This design comes from an exercise in tuning for small area and a short achievable clock period on the open sky130 flow, not from production work. The RTL was checked by simulation tests, not by an equivalence proof against the original design. No activity file was given, so power comes from the tool's default toggle rates.

Setup of run 1:
## TIMER_TOP
module TIMER_TOP (
	input  wire        sys_clk,
	input  wire        sys_rst_n,
	input  wire        tim_psel,
	input  wire        tim_write,
	input  wire        tim_penable,
	input  wire [11:0] tim_paddr,
	input  wire [31:0] tim_pwdata,
	output wire [31:0] tim_prdata,
	input  wire [3:0]  tim_pstrb,
	output wire        tim_pready,
	output wire        tim_int,
	input  wire        dbg_mode
);
For scale: ~190 flip-flops, ~88 I/O pins.
==> flow/config.mk <==
export PLATFORM = sky130hd
export DESIGN_NAME = TIMER_TOP
export DESIGN_NICKNAME = TIMER_TOP
export VERILOG_FILES = /design/flow/design.v
export SDC_FILE = /design/flow/constraint.sdc
export NUM_CORES = 4
export LEC_CHECK = 0
export CAP_MARGIN = 20
export CORE_MARGIN = 2
export CORE_UTILIZATION = 40
export SETUP_SLACK_MARGIN = 2.9
export SLEW_MARGIN = 20
==> flow/constraint.sdc <==
create_clock -name core_clock -period 5.5 [get_ports {sys_clk}]
set_input_delay 1.1000 -clock core_clock [delete_from_list [all_inputs] [get_ports {sys_clk}]]
set_output_delay 1.1000 -clock core_clock [all_outputs]
set_load 0.01 [all_outputs]
standard.sh (not shown) runs the stock make flow with config.mk's settings and CLKGATE_MAP_FILE= SYNTH_SCRIPT=/design/flow/synth_recipe.tcl, a recipe that flattens the netlist after the stock synthesis.
==> flow/flow/run.sh <==
#!/bin/bash
set -euo pipefail
WD=$PWD
CLUSTER=$(cat flow/cts_cluster_size 2>/dev/null || echo 30)
CTS_EXTRA=$(cat flow/cts_extra 2>/dev/null || true)
export BUFFER_PORTS_ARGS="-buffer_cell sky130_fd_sc_hd__buf_1"
export CTS_ARGS="-sink_clustering_enable -repair_clock_nets -buf_list sky130_fd_sc_hd__clkbuf_8 -dont_use_dummy_load -sink_clustering_size $CLUSTER $CTS_EXTRA"
if [[ -f flow/abc.script ]]; then
  rm -rf "$WD/scripts_abc"
  cp -r "$FLOW_HOME/scripts" "$WD/scripts_abc"
  cp flow/abc.script "$WD/scripts_abc/abc_speed.script"
  bash standard.sh "SCRIPTS_DIR=$WD/scripts_abc" synth > synth_flow.log 2>&1
fi
bash standard.sh "BUFFER_PORTS_ARGS=$BUFFER_PORTS_ARGS" "CTS_ARGS=$CTS_ARGS" finish > standard_flow.log 2>&1
==> flow/flow/abc.script <==
&get -n
&st
&dch
&nf -R 1000
&put
Run 1 reached the final stage; the timing, DRC and antenna checks on its layout passed.
For run 2, these inputs were changed with respect to run 1:
- putting PLACE_DENSITY at 0.7 where nothing was set
- swapping 40 for 55 in CORE_UTILIZATION
==> flow/flow/abc.script <==
&get -n
&st
&dch
&nf
&put
No run among run 1 and run 2 stopped early or left any final violation; all are clean.
Looking at area overhead of the layout relative to synthesis across run 1 and run 2, the one that comes out higher is run 1.
A leading cell type in the layout, fill and taps excluded of sky130_fd_sc_hd__nor2_1 is what run 1 shows, while sky130_fd_sc_hd__dfrtp_1 belongs to run 2.
Summary of run 2 over run 1: clock power went down, global-route usage rose by 5.7 points, flip-flop and latch count roughly the same, register share of total power increased by 0.6 points relative to the old numbers.
Area of all placed cells without fillers in run 2 is 2.5% lower than in run 1
Inputs modified between run 2 and run 3:
- swapping 55 for 40 in CORE_UTILIZATION
- clearing PLACE_DENSITY, which used to be 0.7
- putting CTS_BUF_LIST at sky130_fd_sc_hd__clkbuf_8 where nothing was set
==> flow/flow/run.sh <==
#!/bin/bash
set -euo pipefail
WD=$PWD
export BUFFER_PORTS_ARGS="-buffer_cell sky130_fd_sc_hd__buf_1"
if [[ -f flow/abc.script ]]; then
  rm -rf "$WD/scripts_abc"
  cp -r "$FLOW_HOME/scripts" "$WD/scripts_abc"
  cp flow/abc.script "$WD/scripts_abc/abc_speed.script"
  bash standard.sh "SCRIPTS_DIR=$WD/scripts_abc" synth > synth_flow.log 2>&1
fi
bash standard.sh "BUFFER_PORTS_ARGS=$BUFFER_PORTS_ARGS" finish > standard_flow.log 2>&1
==> results.txt <==
- Run 3: done, clean on timing, DRC and antenna
- Going from run 2 to run 3, share of post-route cells with drive strength above 1 now sits higher, worst setup slack grew by 9.6 ps, post-route cell area went up about 2.5%, detailed-route via count now smaller, H-tree depth shows no meaningful change.
- Relative to run 2, global-route usage has decreased by 6.6 points in run 3.


== v23 ==
Starting RTL as in the previous note.
Settings: LEC_CHECK=0, CAP_MARGIN=20, CORE_MARGIN=2, CORE_UTILIZATION=70, PLACE_DENSITY=0.85, SETUP_SLACK_MARGIN=2.9, SLEW_MARGIN=20; clock period 5.5 ns.
==> flow/flow/run.sh <==
#!/bin/bash
set -euo pipefail
WD=$PWD
CLUSTER=$(cat flow/cts_cluster_size 2>/dev/null || echo 30)
CTS_EXTRA=$(cat flow/cts_extra 2>/dev/null || true)
export BUFFER_PORTS_ARGS="-buffer_cell sky130_fd_sc_hd__buf_1"
export CTS_ARGS="-sink_clustering_enable -repair_clock_nets -buf_list sky130_fd_sc_hd__clkbuf_8 -dont_use_dummy_load -sink_clustering_size $CLUSTER $CTS_EXTRA"
if [[ -f flow/abc.script ]]; then
  rm -rf "$WD/scripts_abc"
  cp -r "$FLOW_HOME/scripts" "$WD/scripts_abc"
  cp flow/abc.script "$WD/scripts_abc/abc_speed.script"
  bash standard.sh "SCRIPTS_DIR=$WD/scripts_abc" synth > synth_flow.log 2>&1
fi
bash standard.sh "BUFFER_PORTS_ARGS=$BUFFER_PORTS_ARGS" "CTS_ARGS=$CTS_ARGS" finish > standard_flow.log 2>&1
==> flow/flow/abc.script <==
&get -n
&st
&dch
&nf
&put
Here is what was changed in the inputs of v43 compared with v23.
Settings: a change of CORE_UTILIZATION from 70 to 40; a deleted PLACE_DENSITY that had been 0.85.
--- a/flow/flow/run.sh
+++ b/flow/flow/run.sh
@@ -3,7 +3,6 @@
 WD=$PWD
 CLUSTER=$(cat flow/cts_cluster_size 2>/dev/null || echo 30)
-CTS_EXTRA=$(cat flow/cts_extra 2>/dev/null || true)
 export BUFFER_PORTS_ARGS="-buffer_cell sky130_fd_sc_hd__buf_1"
-export CTS_ARGS="-sink_clustering_enable -repair_clock_nets -buf_list sky130_fd_sc_hd__clkbuf_8 -dont_use_dummy_load -sink_clustering_size $CLUSTER $CTS_EXTRA"
+export CTS_ARGS="-sink_clustering_enable -repair_clock_nets -buf_list sky130_fd_sc_hd__clkbuf_8 -dont_use_dummy_load -sink_clustering_size $CLUSTER"
 if [[ -f flow/abc.script ]]; then
   rm -rf "$WD/scripts_abc"
==> flow/flow/cts_cluster_size (new file) <==
30
--- outcome ---
No stage failed in v43, and the final checks on the layout all came back clean. Compared with v23, v43 shows a global-route wire length before repair that is 4.0 mm higher. The maximum clock frequency of v43 and that of v23 are within noise of each other. v43 reports its highest layer used for signal routing as met5 while v23 reports met4. v23 → v43: count of buffers added by post-CTS timing repair for setup has increased, clock period minus final worst setup slack now sits lower, fraction of power consumed by combinational cells about even.
Here is what was changed in the inputs of v56 compared with v43.
--- a/flow/flow/run.sh
+++ b/flow/flow/run.sh
@@ -3,6 +3,7 @@
 WD=$PWD
 CLUSTER=$(cat flow/cts_cluster_size 2>/dev/null || echo 30)
+CTS_EXTRA=$(cat flow/cts_extra 2>/dev/null || true)
 export BUFFER_PORTS_ARGS="-buffer_cell sky130_fd_sc_hd__buf_1"
-export CTS_ARGS="-sink_clustering_enable -repair_clock_nets -buf_list sky130_fd_sc_hd__clkbuf_8 -dont_use_dummy_load -sink_clustering_size $CLUSTER"
+export CTS_ARGS="-sink_clustering_enable -repair_clock_nets -buf_list sky130_fd_sc_hd__clkbuf_8 -dont_use_dummy_load -sink_clustering_size $CLUSTER $CTS_EXTRA"
 if [[ -f flow/abc.script ]]; then
   rm -rf "$WD/scripts_abc"
==> flow/flow/abc.script <==
&get -n
&st
&syn2
&dch
&nf
&put
removed: flow/flow/cts_cluster_size
Notes after the runs:
The run showing the greater pre-CTS worst setup slack is v43. When the final numbers for v43 and v56 were put side by side, the maximum VDD drop turned out to be greater in v56. Number of antenna violations at the first check in global routing in v56 vs v43: down 1. v56 vs v43, minimum hold slack went up by 0.014 ns. Overall die area delta (v56 − v43): favourable. | clock-pin slew on the worst setup and hold paths | v43 vs v56 | ≈ equal |. Measured against v56, the filler-free cell count of the finished design of v43 comes out at 1.06 times the reference value. For first-pass GRT wire length, dividing the value from v56 by the value from v43 gives 0.927. In the tables for v43 and v56, total wire length after detailed routing reads lower with v56.

[port drivers added, routing unchanged]
How much do the figures lean on ideal ports? The routed layouts below were timed once more, with nothing changed but the port constraints.
Step 1 (the two cells are an assumption about what drives the block):
set clk [get_ports {sys_clk}]
set_driving_cell -lib_cell sky130_fd_sc_hd__clkbuf_16 $clk
set_driving_cell -lib_cell sky130_fd_sc_hd__buf_2 [delete_from_list [all_inputs] $clk]
Step 2 also shifts input and output timing later by t, the mid clock arrival at the registers, as if the neighbouring blocks saw the same clock.
Slacks: ideal / step 1 / step 2; pairs: ideal / step 1.
run	t (ns)	setup slack, ns	hold slack, ns	worst register clock-pin slew, ns
run 1	0.507	2.731 / 2.737 / 2.230	0.442 / 0.442 / 0.442	0.12 / 0.12
run 2	0.499	2.912 / 2.864 / 2.445	0.422 / 0.422 / 0.422	0.10 / 0.10
run 3	0.514	2.921 / 2.883 / 2.420	0.427 / 0.427 / 0.427	0.12 / 0.12
v23	0.500	2.918 / 2.878 / 2.447	0.452 / 0.452 / 0.452	0.09 / 0.09
v43	0.504	2.921 / 2.883 / 2.494	0.430 / 0.430 / 0.430	0.11 / 0.11
v56	0.506	2.894 / 2.850 / 2.469	0.444 / 0.444 / 0.444	0.11 / 0.11
After both steps setup and hold are still met in every run listed.
